What follows belongs to an exercise in optimizing a design on an open flow for small area, a short achievable clock period and few clock cycles; a production flow would make more cautious choices.
Function was checked by simulation only, so behaviour that the tests miss may differ from the original.
In runs 2 to 5 the design's own scripts or RTL, not TritonCTS, make the clock network.
The clock input has no modelled driver; a real chip could not lean on it and would need a root buffer or a full tree.
Power is estimated from default activity; no workload was simulated.

==> flow/design.v <==
module gerenciador(
    input clk,
    input botao_rst,
    input [31:0] entrada,
    output [31:0] saida
    );
    wire reset = botao_rst | entrada[29];
    reg        rd;         
    reg        wack;       
    reg        rv;         
    reg [4:0]  cnt;        
    reg [7:0]  dout;       
    reg        clr;        
    reg        phA, phB;   
    wire cap = !rd && !wack && entrada[31];
    reg  [14:0] S;         
    reg  [14:3] C;         
    reg  [5:0]  U;         
    reg  [1:0]  q;         
    localparam [20:0] INIT = 21'h138C80;
    wire [7:0] res = U[5] ? 8'd0 : (|{U[4:0], S[14:8]}) ? 8'd255 : S[7:0];
    always @(posedge clk) begin
        if (reset) begin
            rd <= 1'b0; wack <= 1'b0; rv <= 1'b0;
            cnt <= 5'd0;
            phA <= 1'b0; phB <= 1'b0;
            clr <= 1'b1;
        end else begin
            phA <= cap;
            phB <= phA;
            if (cap) clr <= 1'b0;
            if (!rd) begin
                if (cap) wack <= 1'b1;
                if (wack && !entrada[31]) begin
                    wack <= 1'b0;
                    if (cnt == 5'd24) begin
                        cnt <= 5'd0;
                        rd <= 1'b1;
                        rv <= 1'b1;
                    end else
                        cnt <= cnt + 5'd1;
                end
            end else begin
                if (rv && entrada[30]) begin
                    rv <= 1'b0;
                    if (cnt == 5'd8) begin
                        cnt <= 5'd0;
                        rd <= 1'b0;
                        clr <= 1'b1;
                    end else
                        cnt <= cnt + 5'd1;
                end
                if (!rv && !entrada[30])
                    rv <= 1'b1;
            end
        end
    end
    always @(posedge clk)
        dout <= (rd && cnt == 5'd4) ? res : 8'd0;
    reg [7:0] p;           
    reg [3:0] kA;          
    reg [3:0] kodd;        
    always @(posedge clk) begin
        if (cap) begin
            p <= entrada[7:0];
            kodd <= {entrada[15], entrada[13], entrada[11], entrada[9]};
        end
        kA <= {entrada[14], entrada[12], entrada[10], entrada[8]} & {4{cap}};
    end
    wire [2:0] kB = kodd[2:0] & {3{phB}};
    wire k7 = kodd[3];
    wire [15:0] row0, row1, row2, row3;
    assign row0[0] = (p[0] & kA[0]);
    assign row0[1] = (p[1] & kA[0]) | (p[0] & kB[0]);
    assign row0[2] = (p[2] & kA[0]) | (p[1] & kB[0]);
    assign row0[3] = (p[3] & kA[0]) | (p[2] & kB[0]);
    assign row0[4] = (p[4] & kA[0]) | (p[3] & kB[0]);
    assign row0[5] = (p[5] & kA[0]) | (p[4] & kB[0]);
    assign row0[6] = (p[6] & kA[0]) | (p[5] & kB[0]);
    assign row0[7] = (p[7] & kA[0]) | (p[6] & kB[0]);
    assign row0[8] = (p[7] & kB[0]);
    assign row0[9] = 1'b0;
    assign row0[10] = 1'b0;
    assign row0[11] = 1'b0;
    assign row0[12] = 1'b0;
    assign row0[13] = 1'b0;
    assign row0[14] = 1'b0;
    assign row0[15] = 1'b0;
    assign row1[0] = 1'b0;
    assign row1[1] = 1'b0;
    assign row1[2] = (p[0] & kA[1]);
    assign row1[3] = (p[1] & kA[1]) | (p[0] & kB[1]);
    assign row1[4] = (p[2] & kA[1]) | (p[1] & kB[1]);
    assign row1[5] = (p[3] & kA[1]) | (p[2] & kB[1]);
    assign row1[6] = (p[4] & kA[1]) | (p[3] & kB[1]);
    assign row1[7] = (p[5] & kA[1]) | (p[4] & kB[1]);
    assign row1[8] = (p[6] & kA[1]) | (p[5] & kB[1]);
    assign row1[9] = (p[7] & kA[1]) | (p[6] & kB[1]);
    assign row1[10] = (p[7] & kB[1]);
    assign row1[11] = 1'b0;
    assign row1[12] = 1'b0;
    assign row1[13] = 1'b0;
    assign row1[14] = 1'b0;
    assign row1[15] = 1'b0;
    assign row2[0] = 1'b0;
    assign row2[1] = 1'b0;
    assign row2[2] = 1'b0;
    assign row2[3] = 1'b0;
    assign row2[4] = (p[0] & kA[2]);
    assign row2[5] = (p[1] & kA[2]) | (p[0] & kB[2]);
    assign row2[6] = (p[2] & kA[2]) | (p[1] & kB[2]);
    assign row2[7] = (p[3] & kA[2]) | (p[2] & kB[2]);
    assign row2[8] = (p[4] & kA[2]) | (p[3] & kB[2]);
    assign row2[9] = (p[5] & kA[2]) | (p[4] & kB[2]);
    assign row2[10] = (p[6] & kA[2]) | (p[5] & kB[2]);
    assign row2[11] = (p[7] & kA[2]) | (p[6] & kB[2]);
    assign row2[12] = (p[7] & kB[2]);
    assign row2[13] = 1'b0;
    assign row2[14] = 1'b0;
    assign row2[15] = 1'b0;
    assign row3[0] = 1'b0;
    assign row3[1] = 1'b0;
    assign row3[2] = 1'b0;
    assign row3[3] = 1'b0;
    assign row3[4] = 1'b0;
    assign row3[5] = 1'b0;
    assign row3[6] = (p[0] & kA[3]);
    assign row3[7] = (p[1] & kA[3]) | (phB & ~(k7 & p[0]));
    assign row3[8] = (p[2] & kA[3]) | (phB & ~(k7 & p[1]));
    assign row3[9] = (p[3] & kA[3]) | (phB & ~(k7 & p[2]));
    assign row3[10] = (p[4] & kA[3]) | (phB & ~(k7 & p[3]));
    assign row3[11] = (p[5] & kA[3]) | (phB & ~(k7 & p[4]));
    assign row3[12] = (p[6] & kA[3]) | (phB & ~(k7 & p[5]));
    assign row3[13] = (p[7] & kA[3]) | (phB & ~(k7 & p[6]));
    assign row3[14] = (phB & ~(k7 & p[7]));
    assign row3[15] = 1'b0;
    wire [14:0] s0 = clr ? INIT[14:0] : S;
    wire [14:0] c0 = clr ? 15'd0 : {C, 3'd0};
    wire [15:0] xs, xc;
    wire [15:0] ys, yc;
    wire [15:0] zs, zc;
    wire [15:0] ws, wc;
    hadd a1 (.a(s0[0]), .b(row0[0]), .s(xs[0]), .co(xc[1]));
    hadd a2 (.a(s0[1]), .b(row0[1]), .s(xs[1]), .co(xc[2]));
    hadd a3 (.a(s0[2]), .b(row0[2]), .s(xs[2]), .co(xc[3]));
    fadd a4 (.a(s0[3]), .b(c0[3]), .c(row0[3]), .s(xs[3]), .co(xc[4]));
    fadd a5 (.a(s0[4]), .b(c0[4]), .c(row0[4]), .s(xs[4]), .co(xc[5]));
    fadd a6 (.a(s0[5]), .b(c0[5]), .c(row0[5]), .s(xs[5]), .co(xc[6]));
    fadd a7 (.a(s0[6]), .b(c0[6]), .c(row0[6]), .s(xs[6]), .co(xc[7]));
    fadd a8 (.a(s0[7]), .b(c0[7]), .c(row0[7]), .s(xs[7]), .co(xc[8]));
    fadd a9 (.a(s0[8]), .b(c0[8]), .c(row0[8]), .s(xs[8]), .co(xc[9]));
    hadd a10 (.a(s0[9]), .b(c0[9]), .s(xs[9]), .co(xc[10]));
    hadd a11 (.a(s0[10]), .b(c0[10]), .s(xs[10]), .co(xc[11]));
    hadd a12 (.a(s0[11]), .b(c0[11]), .s(xs[11]), .co(xc[12]));
    hadd a13 (.a(s0[12]), .b(c0[12]), .s(xs[12]), .co(xc[13]));
    hadd a14 (.a(s0[13]), .b(c0[13]), .s(xs[13]), .co(xc[14]));
    hadd a15 (.a(s0[14]), .b(c0[14]), .s(xs[14]), .co(xc[15]));
    hadd a16 (.a(row1[4]), .b(row2[4]), .s(ys[4]), .co(yc[5]));
    hadd a17 (.a(row1[5]), .b(row2[5]), .s(ys[5]), .co(yc[6]));
    fadd a18 (.a(row1[6]), .b(row2[6]), .c(row3[6]), .s(ys[6]), .co(yc[7]));
    fadd a19 (.a(row1[7]), .b(row2[7]), .c(row3[7]), .s(ys[7]), .co(yc[8]));
    fadd a20 (.a(row1[8]), .b(row2[8]), .c(row3[8]), .s(ys[8]), .co(yc[9]));
    fadd a21 (.a(row1[9]), .b(row2[9]), .c(row3[9]), .s(ys[9]), .co(yc[10]));
    fadd a22 (.a(row1[10]), .b(row2[10]), .c(row3[10]), .s(ys[10]), .co(yc[11]));
    hadd a23 (.a(row2[11]), .b(row3[11]), .s(ys[11]), .co(yc[12]));
    hadd a24 (.a(row2[12]), .b(row3[12]), .s(ys[12]), .co(yc[13]));
    hadd a25 (.a(xs[1]), .b(xc[1]), .s(zs[1]), .co(zc[2]));
    fadd a26 (.a(xs[2]), .b(xc[2]), .c(row1[2]), .s(zs[2]), .co(zc[3]));
    fadd a27 (.a(xs[3]), .b(xc[3]), .c(row1[3]), .s(zs[3]), .co(zc[4]));
    fadd a28 (.a(xs[4]), .b(xc[4]), .c(ys[4]), .s(zs[4]), .co(zc[5]));
    fadd a29 (.a(xs[5]), .b(xc[5]), .c(ys[5]), .s(zs[5]), .co(zc[6]));
    fadd a30 (.a(xs[6]), .b(xc[6]), .c(ys[6]), .s(zs[6]), .co(zc[7]));
    fadd a31 (.a(xs[7]), .b(xc[7]), .c(ys[7]), .s(zs[7]), .co(zc[8]));
    fadd a32 (.a(xs[8]), .b(xc[8]), .c(ys[8]), .s(zs[8]), .co(zc[9]));
    fadd a33 (.a(xs[9]), .b(xc[9]), .c(ys[9]), .s(zs[9]), .co(zc[10]));
    fadd a34 (.a(xs[10]), .b(xc[10]), .c(ys[10]), .s(zs[10]), .co(zc[11]));
    fadd a35 (.a(xs[11]), .b(xc[11]), .c(ys[11]), .s(zs[11]), .co(zc[12]));
    fadd a36 (.a(xs[12]), .b(xc[12]), .c(ys[12]), .s(zs[12]), .co(zc[13]));
    fadd a37 (.a(xs[13]), .b(xc[13]), .c(row3[13]), .s(zs[13]), .co(zc[14]));
    fadd a38 (.a(xs[14]), .b(xc[14]), .c(row3[14]), .s(zs[14]), .co(zc[15]));
    hadd a39 (.a(zs[2]), .b(zc[2]), .s(ws[2]), .co(wc[3]));
    hadd a40 (.a(zs[3]), .b(zc[3]), .s(ws[3]), .co(wc[4]));
    hadd a41 (.a(zs[4]), .b(zc[4]), .s(ws[4]), .co(wc[5]));
    fadd a42 (.a(zs[5]), .b(zc[5]), .c(yc[5]), .s(ws[5]), .co(wc[6]));
    fadd a43 (.a(zs[6]), .b(zc[6]), .c(yc[6]), .s(ws[6]), .co(wc[7]));
    fadd a44 (.a(zs[7]), .b(zc[7]), .c(yc[7]), .s(ws[7]), .co(wc[8]));
    fadd a45 (.a(zs[8]), .b(zc[8]), .c(yc[8]), .s(ws[8]), .co(wc[9]));
    fadd a46 (.a(zs[9]), .b(zc[9]), .c(yc[9]), .s(ws[9]), .co(wc[10]));
    fadd a47 (.a(zs[10]), .b(zc[10]), .c(yc[10]), .s(ws[10]), .co(wc[11]));
    fadd a48 (.a(zs[11]), .b(zc[11]), .c(yc[11]), .s(ws[11]), .co(wc[12]));
    fadd a49 (.a(zs[12]), .b(zc[12]), .c(yc[12]), .s(ws[12]), .co(wc[13]));
    fadd a50 (.a(zs[13]), .b(zc[13]), .c(yc[13]), .s(ws[13]), .co(wc[14]));
    hadd a51 (.a(zs[14]), .b(zc[14]), .s(ws[14]), .co(wc[15]));
    wire [3-1:0] co = {xc[15], zc[15], wc[15]};
    wire q1, q0;
    fadd aq (.a(co[0]), .b(co[1]), .c(co[2]), .s(q0), .co(q1));
    always @(posedge clk) begin
        S <= {ws[14], ws[13], ws[12], ws[11], ws[10], ws[9], ws[8], ws[7], ws[6], ws[5], ws[4], ws[3], ws[2], zs[1], xs[0]};
        C <= {wc[14], wc[13], wc[12], wc[11], wc[10], wc[9], wc[8], wc[7], wc[6], wc[5], wc[4], wc[3]};
        q <= clr ? 2'd0 : {q1, q0};
        U <= clr ? INIT[20:15] : U + {4'd0, q};
    end
    assign saida = {wack, rv, 22'd0, dout};
endmodule
module fadd(input a, input b, input c, output s, output co);
    assign s = a ^ b ^ c;
    assign co = (a & b) | (a & c) | (b & c);
endmodule
module hadd(input a, input b, output s, output co);
    assign s = a ^ b;
    assign co = a & b;
endmodule
==> flow/flow/run.sh <==
#!/bin/bash
# Standard synthesis and layout, with timing repair aimed below the clock period, fast
# port buffers and no dummy clock loads. Each step's output goes to its own log in the
# work folder.
set -euo pipefail
bash standard.sh synth > synth.log 2>&1
export BUFFER_PORTS_ARGS="-buffer_cell sky130_fd_sc_hd__buf_2"
export SETUP_SLACK_MARGIN=7
export CTS_ARGS="-sink_clustering_enable -repair_clock_nets -dont_use_dummy_load"
bash standard.sh finish > layout.log 2>&1
==> flow/standard.sh <==
#!/bin/bash
# synth_recipe.tcl (not shown) runs the flow's synth.tcl, then flattens the netlist and writes it again
# the make line also repeats each setting of config.mk as NAME=value (left out here)
make -C /OpenROAD-flow-scripts/flow DESIGN_CONFIG=/design/flow/config.mk WORK_HOME=/design/flow/orfs CLKGATE_MAP_FILE= SYNTH_SCRIPT=/design/flow/synth_recipe.tcl "${@:-finish}"
==> flow/config.mk <==
export PLATFORM = sky130hd
export DESIGN_NAME = gerenciador
export DESIGN_NICKNAME = gerenciador
export VERILOG_FILES = /design/flow/design.v
export SDC_FILE = /design/flow/constraint.sdc
export NUM_CORES = 4
export LEC_CHECK = 0
export CAP_MARGIN = 20
export CORE_MARGIN = 2
export CORE_UTILIZATION = 40
export SLEW_MARGIN = 20
export SYNTH_HIERARCHICAL = 1
export SYNTH_MINIMUM_KEEP_SIZE = 0
==> flow/constraint.sdc <==
create_clock -name core_clock -period 10.0 [get_ports {clk}]
set_input_delay 2.0000 -clock core_clock [delete_from_list [all_inputs] [get_ports {clk}]]
set_output_delay 2.0000 -clock core_clock [all_outputs]
set_load 0.01 [all_outputs]
==> metrics.md, run 1 <==
| Metric | Value |
|---|---|
| Die area | `a little over 0.01 mm^2` |
| P_sw | `0.132 mW` |
| Clock Sinks | `70` |
| Crit end category | `output pin` |
| Pre-antenna DRT Iters | `4` |
| Leading post-synthesis cells by cell area | `dfxtp_1 (31%), fa_1 (19%), edfxtp_1 (9.6%)` |
| Worst Path Arrival | `~830 ps` |
| Max Clock Skew | `~32 ps` |
| 1st-iter DRT viols | `slightly below 60` |
| Crit Path Max Fanout | `4` |
| Post-CTS sizing | `0` |
| Fin crit period | `~2800 ps` |
| Clock Tree Buf Depth | `2` |
| IO Count | `66` |
| Cell-by-cell trace of the critical path | `buf_2` |
| Global-route wire length before repair | `about 11,000 um` |
| Library cells used by synthesis | `37` |
| Fmax | `approximately 350 MHz` |
| Combinational power share | `a little over a tenth` |
| Largest net degree at the start of global routing | `36` |
| CP Class | `flop to output pin` |
| Antenna diode count | `0` |
| Layout cells sized above 1 | `between 10% and 20%` |
| Routed WL | `between 6000 and 7000 um` |
| Cell Int Power | `approximately 0.41 mW` |
| Mapped Area | `between 0.003 and 0.004 mm^2` |
| Power Density | `~140 mW/mm^2` |
| Total global-route track usage | `around 14%` |
| Final ANT Viol Nets | `0` |
| Unrepaired setup endpoints after global routing | `no` |
| Post-synth EDFFs | `12` |
| Synth Register Bits | `70` |
| # DRC | `0` |
| Core area | `0.00915 mm^2` |
| Die outline height | `slightly above 100 um` |
| Nets | `between 400 and 500` |
| Max Slew Vio Count | `0` |
| Worst-Margin Slew | `between 600 and 700 ps` |
| CP Launch Type | `flop` |
| Register area share after synthesis | `40.7%` |
| Hold Vio Cnt, Final | `0` |
| Setup violators final | `0` |
| GR peak layer | `met1` |
| Yosys Warn Count | `7` |
| Setup TNS | `0 ps` |
| FILL cells | `around 870` |
| GR Layer Usage met1 | `between 10% and 20%` |
| Clk slew on worst S/H paths | `about 60 ps` |
| Max H-tree Level | `3` |
| Total congestion overflow | `0` |
| Fraction of registers with async set/reset | `0%` |
| Met2 Use GR | `between 10% and 20%` |
| Predominant post-synthesis flop cell | `dfxtp_1` |
| WP data required | `about 8000 ps` |
| Placed cells | `441` |
| Routed via count | `around 2.2k` |
| Worst-Skew Late Latency | `between 300 and 400 ps` |
| CTS Buf Count | `9` |
| Dominant cell type by area after synthesis | `dfxtp_1` |
| Die width | `between 100 and 150 um` |
| Maximum VDD drop | `approximately 86 uV` |
| Clock power share | `a little under a third` |
| Final Non-Filler Cells | `between 400 and 500` |
| Tcrit/Tclk final | `roughly 28%` |
| Gp weighted congestion | `about 0.84` |
| Slowest-stage cell, CP | `dfxtp_1` |
| Hold-fix buffers, CTS | `0` |
| Slew HR | `around 57%` |
| Top delay family on crit path | `flip-flops` |
| Critical Path Max Stage Delay | `approximately 360 ps` |
| Initial antenna violation count | `0` |
| Hold Crit Class | `flop to flop` |
| GRT met3 Usage | `3.26%` |
| Vias in the first global route | `approximately 2.2k` |
| CTS tree | `built` |
| Mean Syn Cell Area | `between 10 and 15 um^2` |
| Sequential share of power | `slightly below 60%` |
| Worst Path Buf+Inv | `1` |
| Number of max-cap violations | `0` |
| P_leak | `about 1.8 nW` |
| Post-DP HPWL | `approximately 4600 um` |
| Wire per inst | `approximately 13 um` |
| Yosys top cell area share | `31.1%` |
| Status | `complete, no violations` |
| Cells after Synth | `~320` |
| Sw Ratio | `roughly a quarter` |
| Starting Density | `between 40% and 50%` |
| Post-CTS Setup Bufs | `0` |
| # port buffers | `30` |
| Root Driver | `clkbuf_8` |
| Routed vias/inst | `4.80` |
| Area Growth Syn to Fin | `6.63%` |
| Row count | `35` |
[worst paths after layout]
| path | startpoint | to | slack (ps) | cells after the start |
|---|---|---|---|---|
| setup / recovery | rv$_SDFFE_PP0P_ | saida[30] | 7170 | 1 |
| hold / removal | phA$_SDFF_PP0_ | phB$_SDFF_PP0_ | 430 | 1 |
| setup reg to reg | phB$_SDFF_PP0_ | S[7]$_DFF_P_ | 7350 | 5 |
| hold reg to reg | phA$_SDFF_PP0_ | phB$_SDFF_PP0_ | 430 | 1 |
[Yosys cell counts, types with 2 or more instances]
| cell type | instances |
|---|---|
| nor3b_2 | 2 |
| nor2b_1 | 26 |
| and3_1 | 4 |
| a21oi_1 | 6 |
| inv_1 | 4 |
| o21ai_0 | 5 |
| buf_4 | 24 |
| nand2_1 | 12 |
| nand3_1 | 5 |
| xnor2_1 | 2 |
| or2_2 | 6 |
| nor4_1 | 3 |
| ha_1 | 22 |
| a22o_1 | 28 |
| or3_1 | 2 |
| nor2_1 | 6 |
| and2_1 | 12 |
| dfxtp_1 | 58 |
| xor2_1 | 4 |
| fa_1 | 35 |
| nand2b_1 | 3 |
| edfxtp_1 | 12 |
| clkbuf_1 | 19 |
| o21a_1 | 8 |
[per-module statistics from Yosys (local to each module, per instance)]
module / copies in the design / area, um^2
fadd: 34 / 20.0
gerenciador: 1 / 2830
hadd: 18 / 12.5
[registers in the layout (all words and copies together) (netlist names), 2 cells and up]
signal	count
C	12
S	15
p	8
U	6
q	2
kodd	4
dout	8
cnt	5
kA	4
[area by class of cell]
type	count	area [um^2]	share of cell area, %
multi-input combinational	225	2030	50.9
sequential	70	1520	38.2
tap	111	139	3.48
clock buffer	9	124	3.11
inverter	4	15.0	0.377
timing repair buffer	31	158	3.95
[per-layer routing]
layer,up-vias,routed length [um]
met5,-,0
met4,0,104
met3,9,268
met2,46,2560
met1,1034,3110
li1,1073,-
[per-stage QoR]
step | total power [mW] | worst slack, ps | hold WS [ps] | utilization (%) | instance area [um^2]
6_report | 0.546 | 7170 | 426 | 43.6 | 3990
5_1_grt | 0.578 | 7100 | 442 | 43.6 | 3990
4_1_cts | 0.555 | 7150 | 429 | 43.6 | 3990
3_5_place_dp | 0.385 | 6820 | 414 | 42.2 | 3860
3_3_place_gp | 0.384 | 6830 | 411 | 42.2 | 3860
2_1_floorplan | 0.374 | 7070 | 406 | - | 3820
[cell usage in the layout (no fill, tap or decap), types with 6 or more instances in the layout]
cell type | Yosys | routed
fa_1 | 35 | 35
a22o_1 | 28 | 28
clkbuf_8 | 0 | 9
buf_2 | 0 | 30
nand2_1 | 12 | 12
nor2b_1 | 26 | 26
conb_1 | 1 | 22
and2_1 | 12 | 12
a21oi_1 | 6 | 6
ha_1 | 22 | 22
o21a_1 | 8 | 8
or2_2 | 6 | 6
edfxtp_1 | 12 | 12
nor2_1 | 6 | 6
dfxtp_1 | 58 | 58
[logic make-up (layout without fill, tap and decap cells)]
family                     count (synthesis)  after routing  share of synthesized area (%)
and+or+nand+nor                           88             88                           13.9
DFF                                       70             70                           40.7
adders and majority gates                 57             57                           26.1
AOI/OAI and AO/OA                         51             51                           10.4
buffers and inverters                     47             44                           7.13
xor gates and xnor gates                   6              6                           1.41
other                                      1             22                          0.100
muxes                                      1              1                          0.268
[power by group through the flow]
stage | Combinational (mW) | Sequential (mW) | Clock (mW)
2_1_floorplan | 0.0554 | 0.318 | 0
3_5_place_dp | 0.0577 | 0.328 | 0
6_report | 0.0566 | 0.322 | 0.168
4_1_cts | 0.0580 | 0.322 | 0.176
3_3_place_gp | 0.0566 | 0.327 | 0
5_1_grt | 0.0663 | 0.324 | 0.187
Testbench counts, summed over its fixed seeds: cycles 13,056.
==> inputs of run 2 (changes only) <==
--- a/flow/design.v
+++ b/flow/design.v
@@ -12,5 +12,11 @@
     reg [7:0]  dout;       
-    reg        clr;        
     reg        phA, phB;   
-    wire cap = !rd && !wack && entrada[31];
+    wire cap  = entrada[31] && !wack && !rd;           
+    wire wend = wack && !entrada[31];                  
+    wire rend = rv && entrada[30];                     
+    wire last = rd ? (cnt == 5'd8) : (cnt == 5'd24);   
+    wire [4:0] cnt_up = last ? 5'd0 : cnt + 5'd1;
+    reg clr;
+    always @(posedge clk)
+        clr <= !rd && !wack && cnt == 5'd0;
     reg  [14:0] S;         
@@ -26,3 +32,2 @@
             phA <= 1'b0; phB <= 1'b0;
-            clr <= 1'b1;
         end else begin
@@ -30,26 +35,7 @@
             phB <= phA;
-            if (cap) clr <= 1'b0;
-            if (!rd) begin
-                if (cap) wack <= 1'b1;
-                if (wack && !entrada[31]) begin
-                    wack <= 1'b0;
-                    if (cnt == 5'd24) begin
-                        cnt <= 5'd0;
-                        rd <= 1'b1;
-                        rv <= 1'b1;
-                    end else
-                        cnt <= cnt + 5'd1;
-                end
-            end else begin
-                if (rv && entrada[30]) begin
-                    rv <= 1'b0;
-                    if (cnt == 5'd8) begin
-                        cnt <= 5'd0;
-                        rd <= 1'b0;
-                        clr <= 1'b1;
-                    end else
-                        cnt <= cnt + 5'd1;
-                end
-                if (!rv && !entrada[30])
-                    rv <= 1'b1;
+            wack <= entrada[31] && (wack || !rd);
+            rv <= rd ? !entrada[30] : (wend && last);
+            if (wend || rend) begin
+                cnt <= cnt_up;
+                if (last) rd <= !rd;
             end
@@ -199,3 +185,3 @@
         C <= {wc[14], wc[13], wc[12], wc[11], wc[10], wc[9], wc[8], wc[7], wc[6], wc[5], wc[4], wc[3]};
-        q <= clr ? 2'd0 : {q1, q0};
+        q <= {q1, q0};
         U <= clr ? INIT[20:15] : U + {4'd0, q};
==> flow/flow/run.sh (replaced) <==
#!/bin/bash
# Standard synthesis and layout, with: timing repair aimed below the clock period, fast port
# buffers, one tie cell for the constant outputs, and a one-level clock tree (flow/clocktree.tcl)
# in place of clock_tree_synthesis. Each step's output goes to its own log in the work folder.
set -euo pipefail
bash standard.sh synth > synth.log 2>&1
export BUFFER_PORTS_ARGS="-buffer_cell sky130_fd_sc_hd__buf_2"
export SETUP_SLACK_MARGIN=7
export SKIP_REPAIR_TIE_FANOUT=1
export PRE_CTS_TCL="$PWD/flow/clocktree.tcl"
export CLK_NBUF=3
bash standard.sh finish > layout.log 2>&1
==> flow/flow/clocktree.tcl (new file) <==
# Clock tree of NBUF clock buffers, each driving the flip-flops of one vertical strip of the
# placement, all driven from the clock port. Replaces clock_tree_synthesis.
set nbuf [expr {[info exists ::env(CLK_NBUF)] ? $::env(CLK_NBUF) : 3}]
set bufcell [expr {[info exists ::env(CLK_BUF)] ? $::env(CLK_BUF) : "sky130_fd_sc_hd__clkbuf_16"}]
set block [ord::get_db_block]
set clknet [$block findNet clk]
set sinks {}
foreach it [$clknet getITerms] {
  set inst [$it getInst]
  set bb [$inst getBBox]
  lappend sinks [list [expr {([$bb xMin] + [$bb xMax]) / 2}] [expr {([$bb yMin] + [$bb yMax]) / 2}] $it]
}
set sinks [lsort -integer -index 0 $sinks]
set n [llength $sinks]
set master [[ord::get_db] findMaster $bufcell]
for {set b 0} {$b < $nbuf} {incr b} {
  set lo [expr {$b * $n / $nbuf}]
  set hi [expr {($b + 1) * $n / $nbuf - 1}]
  set grp [lrange $sinks $lo $hi]
  set sx 0; set sy 0
  foreach s $grp { incr sx [lindex $s 0]; incr sy [lindex $s 1] }
  set cx [expr {$sx / [llength $grp]}]
  set cy [expr {$sy / [llength $grp]}]
  set inst [odb::dbInst_create $block $master "clkbuf_leaf_$b"]
  set net [odb::dbNet_create $block "clknet_leaf_$b"]
  $net setSigType CLOCK
  foreach s $grp {
    set it [lindex $s 2]
    $it disconnect
    $it connect $net
  }
  [$inst findITerm A] connect $clknet
  [$inst findITerm X] connect $net
  $inst setLocation $cx $cy
  $inst setPlacementStatus PLACED
  puts "clock buffer $b: [llength $grp] sinks at $cx $cy"
}
proc clock_tree_synthesis {args} { puts "clock_tree_synthesis replaced by clocktree.tcl" }
==> run 2 against run 1 <==
  * Still clean on timing, DRC and antenna
  * Cell count shrank 5.8%
  * Combinational power grew 2%
  * Maximum frequency increased by 1.5%
  * Register-to-register slack barely moved
  * Clock skew shrank 25 ps
==> metrics.md, run 2 <==
| Metric | Value |
|---|---|
| Mean Syn Cell Area | `11.7 um^2 (was 11.6 um^2)` |
| Clk slew on worst S/H paths | `80 ps (was 60 ps)` |
| Synth top cells by count | `dfxtp_1 (58), fa_1 (35), a22o_1 (28) (unchanged)` |
| Status | `complete, no violations (unchanged)` |
| Tot Pwr | `0.502 mW (was 0.546 mW)` |
| R2R Path End | `S[7]$_DFF_P_ (unchanged)` |
| Hold Crit Class | `flop to flop (unchanged)` |
| Crit Path Max Fanout | `8 (was 4)` |
| Biggest regs | `S x15, C x12 (unchanged)` |
| Initial antenna violation count | `0 (unchanged)` |
| Number of max-cap violations | `0 (unchanged)` |
| Nets | `406 (was 432)` |
| Register area share after synthesis | `40.4% (was 40.7%)` |
| Reg2Reg Launch Point | `phB$_SDFF_PP0_ (unchanged)` |
| Yosys top cell area share | `30.8% (was 31.1%)` |
| Starting Density | `41.0% (was 40.8%)` |
| Fin crit period | `2790 ps (was 2830 ps)` |
| Library cells used by synthesis | `37 (unchanged)` |
| Leading post-synthesis cells by cell area | `dfxtp_1 (31%), fa_1 (19%), edfxtp_1 (9.6%) (unchanged)` |
| Die width | `101 um (about the same)` |
| # port buffers | `30 (unchanged)` |
| Post-layout util | `42.1% (was 43.6%)` |
| Design Area, Final | `0.00387 mm^2 (was 0.00399 mm^2)` |
| Pre-CTS setup slack | `7020 ps (was 6820 ps)` |
| Worst-Skew Late Latency | `150 ps (was 350 ps)` |
| Mapped Area | `0.00377 mm^2 (was 0.00374 mm^2)` |
| Simple-Gate Fraction of Synth Area | `13.4% (was 13.9%)` |
| Routed vias/inst | `4.95 (was 4.80)` |
| Fraction of registers with async set/reset | `0% (unchanged)` |
| Layout cells sized above 1 | `13.4% (was 14.5%)` |
| Setup violators final | `0 (unchanged)` |
| Global-route wire length before repair | `10,300 um (was 10,700 um)` |
| Setup ws final | `7210 ps (was 7170 ps)` |
| Largest family of logic cells by synthesized area | `adder cells (unchanged)` |
| Setup TNS | `0 ps (unchanged)` |
| Pre-antenna DRT Iters | `4 (unchanged)` |
| Worst Path Arrival | `2830 ps (was 830 ps)` |
| Number of flip-flops in the largest register | `15 (unchanged)` |
| Post-synth EDFFs | `12 (unchanged)` |
| Largest net degree at the start of global routing | `34 (was 36)` |
| Crit end category | `flop (was output pin)` |
| Dpl cell area | `0.00379 mm^2 (was 0.00386 mm^2)` |
| Row count | `35 (unchanged)` |
| Total global-route track usage | `12.2% (was 13.6%)` |
| Footprint of the multi-input gates | `0.00194 mm^2 (was 0.00203 mm^2)` |
| WP data required | `10,040 ps (was 8000 ps)` |
| Routed WL | `5920 um (was 6050 um)` |
| Hold-fix buffers, CTS | `0 (unchanged)` |
| Final Non-Filler Cells | `424 (was 450)` |
| Antenna diode count | `0 (unchanged)` |
| Top-count cell post-synth | `dfxtp_1 (unchanged)` |
| Compound-Gate Fraction of Synth Area | `10.1% (was 10.4%)` |
| Area Growth Syn to Fin | `2.69% (was 6.63%)` |
| Max Clock Skew | `7.26 ps (was 31.8 ps)` |
| Maximum VDD drop | `122 uV (was 86.1 uV)` |
| Commonest cells after routing, fill and taps aside | `dfxtp_1 (58), fa_1 (35), buf_2 (30) (unchanged)` |
| IO Count | `66 (unchanged)` |
| P_leak | `1.69 nW (was 1.76 nW)` |
| Post-CTS Setup Bufs | `0 (unchanged)` |
| Min Hold Slack | `435 ps (was 426 ps)` |
| Unrepaired setup endpoints after global routing | `no (unchanged)` |
| Worst R2R Path Depth | `5 (unchanged)` |
| FF+latch area | `0.00152 mm^2 (unchanged)` |
| Vias in the first global route | `2,047 (was 2,220)` |
| Tcrit/Tclk final | `27.9% (was 28.3%)` |
| Hold endpoint | `phB$_SDFF_PP0_ (unchanged)` |
| Die outline height | `101 um (about the same)` |
| Most flops, register | `S (unchanged)` |
| Yosys Warn Count | `7 (unchanged)` |
| FF-to-FF setup slack | `7360 ps (was 7350 ps)` |
| CP Class | `primary input to flop (was flop to output pin)` |
| 1st-iter DRT viols | `71 (was 58)` |
| WHS Path Cells | `1 (unchanged)` |
| Wire per inst | `14.0 um (was 13.4 um)` |
| # DRC | `0 (unchanged)` |
| Fmax | `359 MHz (was 354 MHz)` |
| Predominant post-synthesis flop cell | `dfxtp_1 (unchanged)` |
| Total congestion overflow | `0 (unchanged)` |
| Hold Vio Cnt, Final | `0 (unchanged)` |
| Final ANT Viol Nets | `0 (unchanged)` |
| Synth Area in Adders | `25.9% (was 26.1%)` |
| Most common cell after layout, fill and taps aside | `dfxtp_1 (unchanged)` |
| Min-delay src | `phA$_SDFF_PP0_ (unchanged)` |
| Placed cells | `421 (was 441)` |
| FILL cells | `896 (was 866)` |
| Core area | `0.00920 mm^2 (was 0.00915 mm^2)` |
| Post-CTS sizing | `0 (unchanged)` |
| Dominant cell type by area after synthesis | `dfxtp_1 (unchanged)` |
| Mux share of post-synthesis cell area | `0.266% (was 0.268%)` |
| Xor and xnor area share after synthesis | `1.86% (was 1.41%)` |
| CP Launch Type | `primary input (was flop)` |
| Post-DP HPWL | `4560 um (was 4640 um)` |
| Die area | `0.0102 mm^2 (was 0.0101 mm^2)` |
| Routed via count | `2,100 (was 2,162)` |
| Max Slew Vio Count | `0 (unchanged)` |
| Synth Register Bits | `70 (unchanged)` |
| Gp weighted congestion | `0.775 (was 0.841)` |
| Cells after Synth | `323 (was 321)` |
| Power Density | `130 mW/mm^2 (was 137 mW/mm^2)` |
==> run 2: logic make-up (layout without fill, tap and decap cells) <==
kind of cell | Yosys count | in the layout
AOI/OAI and AO/OA | 48 | 48
other | 1 | 1
DFF | 70 | 70
and+or+nand+nor | 86 | 86
muxes | 1 | 1
buffers and inverters | 52 | 42
xor gates and xnor gates | 8 | 8
adders and majority gates | 57 | 57
==> run 2: worst max path at each step <==
stage | end | slack (ps) | start
after global placement | cnt[0]$_SDFFE_PP0P_ | 7050 | entrada[31]
after global routing | cnt[0]$_SDFFE_PP0P_ | 7140 | entrada[31]
after floorplan | cnt[0]$_SDFFE_PP0P_ | 7290 | entrada[31]
after detailed placement | cnt[0]$_SDFFE_PP0P_ | 7020 | entrada[31]
after CTS | cnt[0]$_SDFFE_PP0P_ | 7020 | entrada[31]
final | cnt[0]$_SDFFE_PP0P_ | 7210 | entrada[31]
==> run 2: per-module statistics from Yosys (local to each module, per instance) <==
| module | copies in the design | cells | cell area, um^2 |
|---|---|---|---|
| gerenciador | 1 | 271 | 2860 |
| fadd | 34 | 1 | 20.0 |
| hadd | 18 | 1 | 12.5 |
==> run 2: worst max-delay path, stage by stage <==
cell and delay, ps:
buf_2 140, nand2b_4 170, a21o_1 190, o21ai_2 240, nor2_1 80
==> run 2: area by class of cell <==
cell class	count	area share [%]
buffer	3	1.94
inverter	8	0.776
multi-input combinational	201	50.3
timing repair buffer	31	4.08
sequential	70	39.3
tap	111	3.59
==> run 2: per-layer routing <==
metal / track usage, % / part of all wire [%] / up-vias
met2: 18.8 / 42 / 46
met3: 0.832 / 4.1 / 6
met4: 0.936 / 1.1 / 0
met5: 0 / 0 / -
li1: - / - / 1038
met1: 19.7 / 53 / 1010
==> run 2: where the power goes <==
group          leakage [nW]  internal, mW  total (mW)  switching (mW)
Combinational          1.06        0.0280      0.0578          0.0298
Sequential            0.590         0.307       0.322          0.0152
Clock                0.0370        0.0549       0.123          0.0676
Total                  1.69         0.390       0.502           0.113
Testbench counts of run 2, summed over its fixed seeds: cycles 13,056.
==> inputs of run 3 (changes only) <==
--- a/flow/design.v
+++ b/flow/design.v
@@ -48,4 +48,5 @@
     reg [3:0] kodd;        
+    wire load = !wack && !rd;
     always @(posedge clk) begin
-        if (cap) begin
+        if (load) begin
             p <= entrada[7:0];
--- a/flow/flow/run.sh
+++ b/flow/flow/run.sh
@@ -7,3 +7,3 @@
 export BUFFER_PORTS_ARGS="-buffer_cell sky130_fd_sc_hd__buf_2"
-export SETUP_SLACK_MARGIN=7
+export SETUP_SLACK_MARGIN=7.27
 export SKIP_REPAIR_TIE_FANOUT=1
==> run 3 against run 2 <==
  * Synthesized area shrank 0.17%
  * Cell count grew 0.71%
  * Clock power is essentially flat
  * Still clean on timing, DRC and antenna
  * Sequential share of layout area decreased by 0.44 points
  * Die area shrank 0.16%
  * Global-route usage is 1.1 points higher
  * Worst setup slack better by 110 ps
  * Core utilization rose by 0.54 points
  * Critical path depth unchanged
  * Critical path type unchanged
  * Register-to-register slack gained 60 ps
  * Largest power group unchanged
==> metrics.md, run 3 <==
| Metric | Value |
|---|---|
| Status | `complete, no violations (unchanged)` |
| Library cells used by synthesis | `36 (was 37)` |
| Total congestion overflow | `0 (unchanged)` |
| Fmax | `373 MHz (was 359 MHz)` |
| Vias in the first global route | `2,160 (was 2,047)` |
| Core area | `0.00920 mm^2 (unchanged)` |
| Maximum VDD drop | `108 uV (was 122 uV)` |
| Yosys Warn Count | `7 (unchanged)` |
| R2R Path End | `S[7]$_DFF_P_ (unchanged)` |
| Top-count cell post-synth | `dfxtp_1 (unchanged)` |
| FILL cells | `878 (was 896)` |
| Nets | `409 (was 406)` |
| Cells after Synth | `322 (was 323)` |
| Area Growth Syn to Fin | `4.19% (was 2.69%)` |
| Worst-Skew Late Latency | `160 ps (was 150 ps)` |
| Number of max-cap violations | `0 (unchanged)` |
| Biggest regs | `S x15, C x12 (unchanged)` |
| Min-delay src | `phA$_SDFF_PP0_ (unchanged)` |
| P_leak | `1.72 nW (was 1.69 nW)` |
| # port buffers | `30 (unchanged)` |
| Layout cells sized above 1 | `15.8% (was 13.4%)` |
| Die outline height | `101 um (about the same)` |
| Routed via count | `2,126 (was 2,100)` |
| Mean Syn Cell Area | `11.7 um^2 (about the same)` |
| Worst R2R Path Depth | `5 (unchanged)` |
| Setup TNS | `0 ps (unchanged)` |
| Crit end category | `flop (unchanged)` |
| Global-route wire length before repair | `11,000 um (was 10,300 um)` |
| Hold Vio Cnt, Final | `0 (unchanged)` |
| Die width | `101 um (about the same)` |
| Max Slew Vio Count | `0 (unchanged)` |
| Crit Path Max Fanout | `6 (was 8)` |
| Fraction of registers with async set/reset | `0% (unchanged)` |
| Tcrit/Tclk final | `26.8% (was 27.9%)` |
| Most flops, register | `S (unchanged)` |
| Leading post-synthesis cells by cell area | `dfxtp_1 (31%), fa_1 (19%), edfxtp_1 (9.6%) (unchanged)` |
| CP Class | `primary input to flop (unchanged)` |
| Commonest cells after routing, fill and taps aside | `dfxtp_1 (56), fa_1 (35), buf_2 (29) (was dfxtp_1 (58), fa_1 (35), buf_2 (30))` |
| Dominant cell type by area after synthesis | `dfxtp_1 (unchanged)` |
| Register area share after synthesis | `40.5% (was 40.4%)` |
| Unrepaired setup endpoints after global routing | `no (unchanged)` |
| Wire per inst | `14.8 um (was 14.0 um)` |
| Post-synth EDFFs | `12 (unchanged)` |
| WHS Path Cells | `1 (unchanged)` |
| Gp weighted congestion | `0.835 (was 0.775)` |
| Total global-route track usage | `13.2% (was 12.2%)` |
| Final ANT Viol Nets | `0 (unchanged)` |
| 1st-iter DRT viols | `86 (was 71)` |
| Post-layout util | `42.6% (was 42.1%)` |
| Setup violators final | `0 (unchanged)` |
| Max Clock Skew | `6.09 ps (was 7.26 ps)` |
| Hold Crit Class | `flop to flop (unchanged)` |
| Yosys top cell area share | `30.9% (was 30.8%)` |
| Antenna diode count | `0 (unchanged)` |
| Routed WL | `6320 um (was 5920 um)` |
| WP data required | `10,050 ps (was 10,040 ps)` |
| Fin crit period | `2680 ps (was 2790 ps)` |
| Most common cell after layout, fill and taps aside | `dfxtp_1 (unchanged)` |
| Predominant post-synthesis flop cell | `dfxtp_1 (unchanged)` |
| IO Count | `66 (unchanged)` |
| Pre-antenna DRT Iters | `4 (unchanged)` |
| Die area | `0.0102 mm^2 (about the same)` |
| Post-DP HPWL | `4870 um (was 4560 um)` |
| Synth top cells by count | `dfxtp_1 (58), fa_1 (35), a22o_1 (28) (unchanged)` |
| Power Density | `131 mW/mm^2 (was 130 mW/mm^2)` |
| Design Area, Final | `0.00392 mm^2 (was 0.00387 mm^2)` |
| Reg2Reg Launch Point | `clr$_DFF_P_ (was phB$_SDFF_PP0_)` |
| # DRC | `0 (unchanged)` |
| Largest net degree at the start of global routing | `34 (unchanged)` |
| Dpl cell area | `0.00379 mm^2 (about the same)` |
| Clk slew on worst S/H paths | `90 ps (was 80 ps)` |
| CP Launch Type | `primary input (unchanged)` |
| Initial antenna violation count | `0 (unchanged)` |
| Hold endpoint | `phB$_SDFF_PP0_ (unchanged)` |
| Hold-fix buffers, CTS | `0 (unchanged)` |
| Number of flip-flops in the largest register | `15 (unchanged)` |
| Mapped Area | `0.00376 mm^2 (was 0.00377 mm^2)` |
| Worst Path Arrival | `2730 ps (was 2830 ps)` |
| Synth Register Bits | `70 (unchanged)` |
| FF-to-FF setup slack | `7420 ps (was 7360 ps)` |
| Starting Density | `40.9% (was 41.0%)` |
| Row count | `35 (unchanged)` |
| Routed vias/inst | `4.98 (was 4.95)` |
-- run 3: cell types whose count changed after synthesis --
cell / before / now
a21boi_1: 1 / 0
a21boi_0: 1 / 2
and2_1: 9 / 8
-- run 3: how the worst max path moves through the flow --
stage | startpoint | to | slack (ps) | cells past startpoint
floorplan | entrada[31] | cnt[0]$_SDFFE_PP0P_ | 7300 | 4
detailed placement | entrada[31] | cnt[2]$_SDFFE_PP0P_ | 7040 | 5
global placement | entrada[31] | cnt[2]$_SDFFE_PP0P_ | 7040 | 5
global route | entrada[31] | cnt[2]$_SDFFE_PP0P_ | 7270 | 5
CTS | entrada[31] | cnt[2]$_SDFFE_PP0P_ | 7150 | 5
finish | entrada[31] | cnt[2]$_SDFFE_PP0P_ | 7320 | 5
-- run 3: worst max-delay path, cell delays in order --
cell and delay (ps):
buf_8 100, nand2b_4 150, a21o_1 200, o21ai_4 200
nor2_1 70
-- run 3: metal layers --
metal	global-route usage [%]	wire [um]	up-vias
li1	-	-	1047
met1	21.1	3250	1025
met2	20.1	2720	45
met3	1.46	285	9
met4	1.25	54	0
met5	0	0	-
-- run 3: modules after synthesis (local to each module, per instance) --
module	cells	area, um^2
fadd	1	20.0
hadd	1	12.5
gerenciador	270	2850
-- run 3: cell type report --
type | count | area [um^2] | area share [%]
inverter | 8 | 30.0 | 0.767
sequential | 70 | 1520 | 38.9
tap | 111 | 139 | 3.55
multi-input combinational | 200 | 1950 | 49.8
timing repair buffer | 35 | 198 | 5.05
buffer | 3 | 75.1 | 1.92
-- run 3: cell families after synthesis --
| logic type | count (synthesis) | share of synthesized area [%] |
|---|---|---|
| buffers and inverters | 52 | 7.99 |
| AND/OR/NAND/NOR | 85 | 13.3 |
| AO/OA/AOI/OAI | 48 | 10.1 |
| multiplexers | 1 | 0.266 |
| XOR/XNOR | 8 | 1.86 |
| flip-flops | 70 | 40.5 |
| other | 1 | 0.0997 |
| adder cells (fa/ha/maj) | 57 | 26.0 |
-- run 3: power by group --
| part | switching [mW] | internal (mW) |
|---|---|---|
| Combinational | 0.0317 | 0.0309 |
| Clock | 0.0704 | 0.0550 |
| Sequential | 0.0168 | 0.308 |
| Total | 0.119 | 0.394 |
-- run 3: through the flow --
step	std cells	hold slack (ps)	power [mW]	setup slack, ps
2_1_floorplan	322	406	0.378	7300
3_3_place_gp	421	413	0.390	7040
4_1_cts	425	418	0.491	7150
6_report	427	434	0.513	7320
3_5_place_dp	421	418	0.393	7040
5_1_grt	427	462	0.544	7270
-- run 3: timing repair --
item	4_1_cts	5_1_grt
pin swaps	5	1
buffers inserted	1	2
endpoints found under the setup margin	7	11
resized for setup	6	2
Testbench counts of run 3, summed over its fixed seeds: cycles 13,056.
==> inputs of run 4 (changes only) <==
--- a/flow/design.v
+++ b/flow/design.v
@@ -16,7 +16,8 @@
     wire rend = rv && entrada[30];                     
-    wire last = rd ? (cnt == 5'd8) : (cnt == 5'd24);   
-    wire [4:0] cnt_up = last ? 5'd0 : cnt + 5'd1;
+    localparam [4:0] N0 = 5'd1, N4 = 5'd18, N8 = 5'd12, N24 = 5'd29;
+    wire last = rd ? (cnt == N8) : (cnt == N24);       
+    wire [4:0] cnt_up = last ? N0 : {cnt[3:0], cnt[4] ^ cnt[2]};
     reg clr;
     always @(posedge clk)
-        clr <= !rd && !wack && cnt == 5'd0;
+        clr <= !rd && !wack && cnt == N0;
     reg  [14:0] S;         
@@ -30,3 +31,3 @@
             rd <= 1'b0; wack <= 1'b0; rv <= 1'b0;
-            cnt <= 5'd0;
+            cnt <= N0;
             phA <= 1'b0; phB <= 1'b0;
@@ -44,3 +45,3 @@
     always @(posedge clk)
-        dout <= (rd && cnt == 5'd4) ? res : 8'd0;
+        dout <= (rd && cnt == N4) ? res : 8'd0;
     reg [7:0] p;           
--- a/flow/flow/run.sh
+++ b/flow/flow/run.sh
@@ -6,3 +6,3 @@
 bash standard.sh synth > synth.log 2>&1
-export BUFFER_PORTS_ARGS="-buffer_cell sky130_fd_sc_hd__buf_2"
+export BUFFER_PORTS_ARGS="-buffer_cell sky130_fd_sc_hd__buf_1"
 export SETUP_SLACK_MARGIN=7.27
==> run 4 against run 3 <==
  * Core utilization decreased by 0.61 points
  * Worst setup slack lost 7.6 ps
  * Hold slack worse by 1.9 ps
  * Power up 0.27%
  * Critical endpoint is now saida[31]
  * Largest cell class unchanged
==> metrics.md, run 4 <==
| Metric | Value |
|---|---|
| Placed cells | `417 (was 421)` |
| IO Count | `66 (unchanged)` |
| Crit Path Max Fanout | `4 (was 6)` |
| Maximum VDD drop | `143 uV (was 108 uV)` |
| Min Hold Slack | `432 ps (was 434 ps)` |
| Tot Pwr | `0.514 mW (was 0.513 mW)` |
| Hold-fix buffers, CTS | `0 (unchanged)` |
| Tcrit/Tclk final | `26.9% (was 26.8%)` |
| Post-layout util | `42.0% (was 42.6%)` |
| Worst-Margin Slew | `between 900 and 1000 ps` |
| Fmax | `372 MHz (was 373 MHz)` |
| Total global-route track usage | `12.5% (was 13.2%)` |
| Yosys top cell area share | `31.5% (was 30.9%)` |
| Reg2Reg Launch Point | `phB$_SDFF_PP0_ (was clr$_DFF_P_)` |
| Row count | `35 (unchanged)` |
| Cells after Synth | `317 (was 322)` |
| Wire per inst | `14.0 um (was 14.8 um)` |
| Critical Path Max Stage Delay | `380 ps (was 200 ps)` |
| P_leak | `1.58 nW (was 1.72 nW)` |
| Slowest-stage cell, CP | `dfxtp_2 (was a21o_1)` |
| Register area share after synthesis | `41.2% (was 40.5%)` |
| Hold endpoint | `phB$_SDFF_PP0_ (unchanged)` |
| Layout cells sized above 1 | `6.11% (was 15.8%)` |
| Most flops, register | `S (unchanged)` |
| Footprint of the multi-input gates | `0.00192 mm^2 (was 0.00195 mm^2)` |
| Hold Crit Class | `flop to flop (unchanged)` |
| Worst R2R Path Depth | `5 (unchanged)` |
| Clk slew on worst S/H paths | `90 ps (about the same)` |
| Nets | `402 (was 409)` |
| Routed WL | `5890 um (was 6320 um)` |
| Post-synth EDFFs | `12 (unchanged)` |
| Die area | `0.0100 mm^2 (was 0.0102 mm^2)` |
| WP data required | `8000 ps (was 10,050 ps)` |
| # port buffers | `30 (unchanged)` |
| R2R Path End | `S[5]$_DFF_P_ (was S[7]$_DFF_P_)` |
| Most common cell after layout, fill and taps aside | `dfxtp_1 (unchanged)` |
| Final ANT Viol Nets | `0 (unchanged)` |
| Mapped Area | `0.00369 mm^2 (was 0.00376 mm^2)` |
| Setup TNS | `0 ps (unchanged)` |
| Status | `complete, no violations (unchanged)` |
| Vias in the first global route | `2,053 (was 2,160)` |
| Library cells used by synthesis | `36 (unchanged)` |
| 1st-iter DRT viols | `93 (was 86)` |
| WHS Path Cells | `1 (unchanged)` |
| Setup violators final | `0 (unchanged)` |
| Worst-Skew Late Latency | `150 ps (was 160 ps)` |
| Yosys Warn Count | `7 (unchanged)` |
| Starting Density | `40.5% (was 40.9%)` |
| Cell-by-cell trace of the critical path | `buf_1 (was buf_8 > nand2b_4 > a21o_1 > o21ai_4 > nor2_1)` |
| Synth top cells by count | `dfxtp_1 (58), fa_1 (35), a22o_1 (28) (unchanged)` |
| Commonest cells after routing, fill and taps aside | `dfxtp_1 (56), fa_1 (35), buf_1 (29) (was dfxtp_1 (56), fa_1 (35), buf_2 (29))` |
| Pre-antenna DRT Iters | `4 (unchanged)` |
| Slew HR | `36.9%` |
| Max Clock Skew | `4.16 ps (was 6.09 ps)` |
| FILL cells | `891 (was 878)` |
| Post-DP HPWL | `4460 um (was 4870 um)` |
| CP Launch Type | `flop (was primary input)` |
| Worst Path Buf+Inv | `1 (unchanged)` |
| Predominant post-synthesis flop cell | `dfxtp_1 (unchanged)` |
| Hold Vio Cnt, Final | `0 (unchanged)` |
| Number of max-cap violations | `0 (unchanged)` |
| Die width | `100 um (was 101 um)` |
| Leading post-synthesis cells by cell area | `dfxtp_1 (31%), fa_1 (19%), edfxtp_1 (9.8%) (was dfxtp_1 (31%), fa_1 (19%), edfxtp_1 (9.6%))` |
| CP startpoint | `wack$_SDFF_PP0_ (was entrada[31])` |
| Worst Path Arrival | `690 ps (was 2730 ps)` |
| Fraction of registers with async set/reset | `0% (unchanged)` |
| Gp weighted congestion | `0.757 (was 0.835)` |
| # DRC | `0 (unchanged)` |
| Routed via count | `2,083 (was 2,126)` |
| FF-to-FF setup slack | `7470 ps (was 7420 ps)` |
| Synth Register Bits | `70 (unchanged)` |
| Unrepaired setup endpoints after global routing | `no (unchanged)` |
| Global-route wire length before repair | `10,500 um (was 11,000 um)` |
| Routed vias/inst | `4.94 (was 4.98)` |
| Dominant cell type by area after synthesis | `dfxtp_1 (unchanged)` |
| Fin crit period | `2690 ps (was 2680 ps)` |
| Crit end category | `output pin (was flop)` |
| Die outline height | `100 um (was 101 um)` |
| Initial antenna violation count | `0 (unchanged)` |
| Number of flip-flops in the largest register | `15 (unchanged)` |
| Max Slew Vio Count | `0 (unchanged)` |
| CP Class | `flop to output pin (was primary input to flop)` |
| Mean Syn Cell Area | `11.6 um^2 (was 11.7 um^2)` |
| Total congestion overflow | `0 (unchanged)` |
| Biggest regs | `S x15, C x12 (unchanged)` |
| Area Growth Syn to Fin | `3.70% (was 4.19%)` |
| Core area | `0.00911 mm^2 (was 0.00920 mm^2)` |
| Power Density | `134 mW/mm^2 (was 131 mW/mm^2)` |
| Final Non-Filler Cells | `422 (was 427)` |
| Top delay family on crit path | `flip-flops (was compound AO/OA/AOI/OAI gates)` |
| FF+latch area | `0.00152 mm^2 (unchanged)` |
| Largest net degree at the start of global routing | `34 (unchanged)` |
| Top-count cell post-synth | `dfxtp_1 (unchanged)` |
| Min-delay src | `phA$_SDFF_PP0_ (unchanged)` |
| Antenna diode count | `0 (unchanged)` |
run 4: changes by cell type in the layout (fill, tap and decap cells not counted), sizes merged, moves of 2 or more:
cell and delta:
or3 +2, nand2 +4, ha -2, inv -4, nor2 -4, xnor2 -4
run 4: layout make-up:
class	instances	area share [%]
inverter	4	0.393
tap	111	3.63
buffer	3	1.96
timing repair buffer	34	4.02
sequential	70	39.8
multi-input combinational	200	50.1
run 4: where the power goes:
| group | total, mW | switching, mW | internal (mW) | leakage [nW] |
|---|---|---|---|---|
| sequential | 0.326 | 0.0163 | 0.309 | 0.599 |
| clock | 0.125 | 0.0705 | 0.0550 | 0.0370 |
| combinational | 0.0631 | 0.0323 | 0.0308 | 0.944 |
| total | 0.514 | 0.119 | 0.395 | 1.58 |
run 4: repair_timing:
action | CTS | global route
pin swaps | 3 | 2
gates resized for setup | 5 | 3
hold endpoints to repair | 0 | 0
endpoints found under the setup margin | 7 | 11
buffers inserted | 2 | 0
run 4: how the worst max path moves through the flow:
stage	to	depth (start not counted)
finish	saida[31]	1
CTS	rd$_SDFFE_PP0P_	5
detailed placement	rd$_SDFFE_PP0P_	5
global placement	rd$_SDFFE_PP0P_	5
floorplan	rd$_SDFFE_PP0P_	4
global route	rd$_SDFFE_PP0P_	5
run 4: kinds of logic (layout without fill, tap and decap cells):
group / count (synthesis) / count (layout) / synth area share (%)
AO/OA/AOI/OAI: 50 / 50 / 10.5
XOR/XNOR: 4 / 4 / 0.950
adder cells (fa/ha/maj): 55 / 55 / 25.8
buffers and inverters: 47 / 41 / 7.23
flip-flops: 70 / 70 / 41.2
other: 1 / 1 / 0.102
AND/OR/NAND/NOR: 90 / 90 / 14.2
run 4: per-module statistics from Yosys (local to each module, per instance):
| module | cells inside | copies in the design | flops+latches | area [um^2] |
|---|---|---|---|---|
| hadd | 1 | 18 | 0 | 12.5 |
| gerenciador | 265 | 1 | 70 | 2780 |
| fadd | 1 | 34 | 0 | 20.0 |
run 4: layer usage:
layer  up-vias  GRT usage, %  share of wire, %
li1       1044             -                 -
met1       982          21.2                52
met2        55          18.5                42
met3         2         0.696               4.7
met4         0         0.843              0.70
met5         -             0                 0
run 4: stage by stage:
| stage | area (um^2) | setup WS (ps) |
|---|---|---|
| detailed placement | 3720 | 7020 |
| global placement | 3710 | 7040 |
| global route | 3820 | 7280 |
| CTS | 3820 | 7090 |
| floorplan | 3710 | 7250 |
| finish | 3820 | 7310 |
Testbench counts of run 4, summed over its fixed seeds: cycles 13,056.
==> inputs of run 5 (changes only) <==
--- a/flow/flow/run.sh
+++ b/flow/flow/run.sh
@@ -6,3 +6,4 @@
 bash standard.sh synth > synth.log 2>&1
-export BUFFER_PORTS_ARGS="-buffer_cell sky130_fd_sc_hd__buf_1"
+export BUFFER_PORTS_ARGS="-inputs -buffer_cell sky130_fd_sc_hd__buf_2"
+export PRE_GLOBAL_PLACE_TCL="$PWD/flow/ports.tcl"
 export SETUP_SLACK_MARGIN=7.27
==> flow/flow/ports.tcl (new file) <==
# Output ports get a stronger buffer than the input ports (run before global placement's
# buffer_ports, which then buffers only the inputs).
buffer_ports -outputs -buffer_cell sky130_fd_sc_hd__buf_4
==> run 5 against run 4 <==
  * Worst setup slack worse by 16 ps
  * Sequential share of layout area grew 0.20 points
  * Highest routed layer unchanged
  * Register-to-register slack barely moved
  * Critical path type is now primary input to flop
  * Maximum frequency shrank 0.60%
==> metrics.md, run 5 <==
| Metric | Value |
|---|---|
| Status | `complete, no violations (unchanged)` |
| Commonest cells after routing, fill and taps aside | `dfxtp_1 (57), fa_1 (35), a22o_1 (28) (was dfxtp_1 (56), fa_1 (35), buf_1 (29))` |
| Worst-Skew Late Latency | `150 ps (about the same)` |
| WP data required | `10,090 ps (was 8000 ps)` |
| WHS Path Cells | `1 (unchanged)` |
| # DRC | `0 (unchanged)` |
| Tcrit/Tclk final | `27.0% (was 26.9%)` |
| Largest family of logic cells by synthesized area | `adder cells (unchanged)` |
| Library cells used by synthesis | `36 (unchanged)` |
| IO Count | `66 (unchanged)` |
| Final Non-Filler Cells | `411 (was 422)` |
| Area Growth Syn to Fin | `3.09% (was 3.70%)` |
| Fmax | `370 MHz (was 372 MHz)` |
| Most flops, register | `S (unchanged)` |
| Crit Path Max Fanout | `7 (was 4)` |
| P_sw | `0.117 mW (was 0.119 mW)` |
| Number of flip-flops in the largest register | `15 (unchanged)` |
| Wire per inst | `14.4 um (was 14.0 um)` |
| Die width | `100 um (unchanged)` |
| Total global-route track usage | `12.7% (was 12.5%)` |
| FF-to-FF setup slack | `7480 ps (was 7470 ps)` |
| Sequential share of power | `63.6% (was 63.3%)` |
| Clock power share | `24.1% (was 24.4%)` |
| Clk slew on worst S/H paths | `80 ps (was 90 ps)` |
| Post-synth EDFFs | `12 (unchanged)` |
| Predominant post-synthesis flop cell | `dfxtp_1 (unchanged)` |
| Row count | `35 (unchanged)` |
| Cell Int Power | `0.396 mW (was 0.395 mW)` |
| Max Slew Vio Count | `0 (unchanged)` |
| Maximum VDD drop | `131 uV (was 143 uV)` |
| Core area | `0.00911 mm^2 (unchanged)` |
| Dominant cell type by area after synthesis | `dfxtp_1 (unchanged)` |
| Pre-antenna DRT Iters | `4 (unchanged)` |
| Hold endpoint | `phB$_SDFF_PP0_ (unchanged)` |
| Vias in the first global route | `2,128 (was 2,053)` |
| Setup TNS | `0 ps (unchanged)` |
| 1st-iter DRT viols | `67 (was 93)` |
| Reg2Reg Launch Point | `phB$_SDFF_PP0_ (unchanged)` |
| Setup violators final | `0 (unchanged)` |
| # port buffers | `30 (unchanged)` |
| Fraction of registers with async set/reset | `0% (unchanged)` |
| R2R Path End | `S[5]$_DFF_P_ (unchanged)` |
| Top-count cell post-synth | `dfxtp_1 (unchanged)` |
| Worst R2R Path Depth | `5 (unchanged)` |
| Yosys top cell area share | `31.5% (unchanged)` |
| Hold-fix buffers, CTS | `0 (unchanged)` |
| Cells after Synth | `317 (unchanged)` |
| Post-layout util | `41.7% (was 42.0%)` |
| Global-route wire length before repair | `10,600 um (was 10,500 um)` |
| Initial antenna violation count | `0 (unchanged)` |
| Xor and xnor area share after synthesis | `0.950% (unchanged)` |
| Compound-Gate Fraction of Synth Area | `10.5% (unchanged)` |
| Design Area, Final | `0.00380 mm^2 (was 0.00382 mm^2)` |
| Final ANT Viol Nets | `0 (unchanged)` |
| Register area share after synthesis | `41.2% (unchanged)` |
| Combinational power share | `12.3% (about the same)` |
| Total congestion overflow | `0 (unchanged)` |
| CP startpoint | `entrada[31] (was wack$_SDFF_PP0_)` |
| Nets | `391 (was 402)` |
| Routed via count | `2,072 (was 2,083)` |
| Unrepaired setup endpoints after global routing | `yes (was no)` |
| Fin crit period | `2700 ps (was 2690 ps)` |
| Mean Syn Cell Area | `11.6 um^2 (unchanged)` |
| Yosys Warn Count | `7 (unchanged)` |
| CP Class | `primary input to flop (was flop to output pin)` |
| Die area | `0.0100 mm^2 (unchanged)` |
| Hold Vio Cnt, Final | `0 (unchanged)` |
| Synth Register Bits | `70 (unchanged)` |
| Routed vias/inst | `5.04 (was 4.94)` |
| Starting Density | `40.5% (unchanged)` |
| Worst Path Arrival | `2790 ps (was 690 ps)` |
| Mapped Area | `0.00369 mm^2 (unchanged)` |
| Layout cells sized above 1 | `12.0% (was 6.11%)` |
| Power Density | `135 mW/mm^2 (was 134 mW/mm^2)` |
| Worst-Margin Slew | `924 ps (was 944 ps)` |
| Dpl cell area | `0.00371 mm^2 (was 0.00372 mm^2)` |
| Die outline height | `100 um (unchanged)` |
| CP Launch Type | `primary input (was flop)` |
| Leading post-synthesis cells by cell area | `dfxtp_1 (31%), fa_1 (19%), edfxtp_1 (9.8%) (unchanged)` |
| Min-delay src | `phA$_SDFF_PP0_ (unchanged)` |
| Post-DP HPWL | `4590 um (was 4460 um)` |
| Min Hold Slack | `433 ps (was 432 ps)` |
| Synth Area in Adders | `25.8% (unchanged)` |
| Most common cell after layout, fill and taps aside | `dfxtp_1 (unchanged)` |
| Gp weighted congestion | `0.801 (was 0.757)` |
| Crit end category | `flop (was output pin)` |
| P_leak | `1.62 nW (was 1.58 nW)` |
| Max Clock Skew | `6.69 ps (was 4.16 ps)` |
| Slew HR | `38.2% (was 36.9%)` |
| Routed WL | `5900 um (was 5890 um)` |
| Largest net degree at the start of global routing | `34 (unchanged)` |
| Mux share of post-synthesis cell area | `0% (unchanged)` |
| Antenna diode count | `0 (unchanged)` |
| Synth top cells by count | `dfxtp_1 (58), fa_1 (35), a22o_1 (28) (unchanged)` |
| Simple-Gate Fraction of Synth Area | `14.2% (unchanged)` |
| Placed cells | `407 (was 417)` |
| Hold Crit Class | `flop to flop (unchanged)` |
| Number of max-cap violations | `0 (unchanged)` |
| Biggest regs | `S x15, C x12 (unchanged)` |
| Sw Ratio | `22.9% (was 23.2%)` |
[run 5: cell counts after synthesis]
No cell type changed its count.
[run 5: worst max-delay path: stages]
cell      delay [ps]
buf_8            100
nand2b_4         130
and2_4           140
or3_1            300
a21oi_1          120
[run 5: final cells by class]
type,instances,area [um^2]
fill,869,5310
multi-input combinational,200,1920
sequential,70,1520
tap,111,139
timing repair buffer,23,133
buffer,3,75.1
inverter,4,15.0
[run 5: worst max-delay path by stage]
stage / end / slack [ps] / depth (start not counted)
after floorplan: rd$_SDFFE_PP0P_ / 7250 / 4
after global placement: rd$_SDFFE_PP0P_ / 7070 / 5
after detailed placement: rd$_SDFFE_PP0P_ / 7040 / 5
after CTS: rd$_SDFFE_PP0P_ / 7110 / 5
after global routing: rd$_SDFFE_PP0P_ / 7260 / 5
final: rd$_SDFFE_PP0P_ / 7300 / 5
[run 5: what timing repair did]
action,CTS,global route
pin swaps,4,1
setup buffers,1,0
setup endpoints to repair,7,11
gates cloned,0,0
endpoints found under the hold margin,0,0
gates resized for setup,4,2
[run 5: logic make-up after synthesis]
| group | count (synthesis) |
|---|---|
| flops | 70 |
| buf+inv | 47 |
| fa+ha+maj | 55 |
| other cells | 1 |
| compound gates | 50 |
| simple gates | 90 |
| xor+xnor | 4 |
[run 5: through the flow]
stage | power [mW] | setup slack, ps
CTS | 0.494 | 7110
finish | 0.513 | 7300
global placement | 0.394 | 7070
detailed placement | 0.395 | 7040
floorplan | 0.384 | 7250
global route | 0.545 | 7260
[run 5: metal layers]
| metal | up-vias | GRT usage (%) | part of all wire (%) |
|---|---|---|---|
| li1 | 1023 | - | - |
| met1 | 998 | 19.8 | 51 |
| met2 | 46 | 20.4 | 45 |
| met3 | 5 | 0.696 | 3.4 |
| met4 | 0 | 1.05 | 1.1 |
| met5 | - | 0 | 0 |
[run 5: per-module statistics from Yosys, one instance, submodules excluded]
module	times used	area, um^2	cells
gerenciador	1	2780	265
fadd	34	20.0	1
hadd	18	12.5	1
[run 5: power by group through the flow]
| stage | Sequential [mW] | Combinational [mW] | Clock [mW] |
|---|---|---|---|
| 6_report | 0.326 | 0.0631 | 0.124 |
| 5_1_grt | 0.329 | 0.0763 | 0.139 |
| 4_1_cts | 0.333 | 0.0647 | 0.0962 |
| 3_5_place_dp | 0.332 | 0.0634 | 0 |
| 3_3_place_gp | 0.332 | 0.0620 | 0 |
| 2_1_floorplan | 0.322 | 0.0617 | 0 |

-- static timing again, ports no longer ideal --
How much do the figures lean on ideal ports? The routed layouts below were timed once more, with nothing changed but the port constraints.
Step 1, drivers: a clkbuf_16 drives clk and a buf_2 each remaining input, both assumed.
Step 2 also shifts input and output timing later by t, the mid clock arrival at the registers, as if the neighbouring blocks saw the same clock.
a / b / c = no drivers / after step 1 / after step 2; a / b = the first two.
run | t, ns | slack for setup (ns) | worst setup path at the end | clock arrival spread, ns | slew at the worst register clock pin (ns)
run 1 | 0.366 | 7.173 / 7.140 / 6.835 | input to register | 0.032 / 0.032 | 0.09 / 0.09
run 2 | 0.213 | 7.214 / 7.195 / 7.045 | input to register | 0.008 / 0.008 | 0.09 / 0.09
run 3 | 0.216 | 7.321 / 7.265 / 7.125 | input to register | 0.006 / 0.006 | 0.09 / 0.09
run 4 | 0.212 | 7.313 / 7.254 / 7.133 | input to register | 0.005 / 0.004 | 0.09 / 0.09
run 5 | 0.214 | 7.297 / 7.320 / 7.106 | input to register | 0.007 / 0.007 | 0.09 / 0.09
After both steps every run listed still meets setup and hold. The setup slack of run 1, which loses most, moves by -0.033 ns with the drivers and by -0.338 ns with both steps.
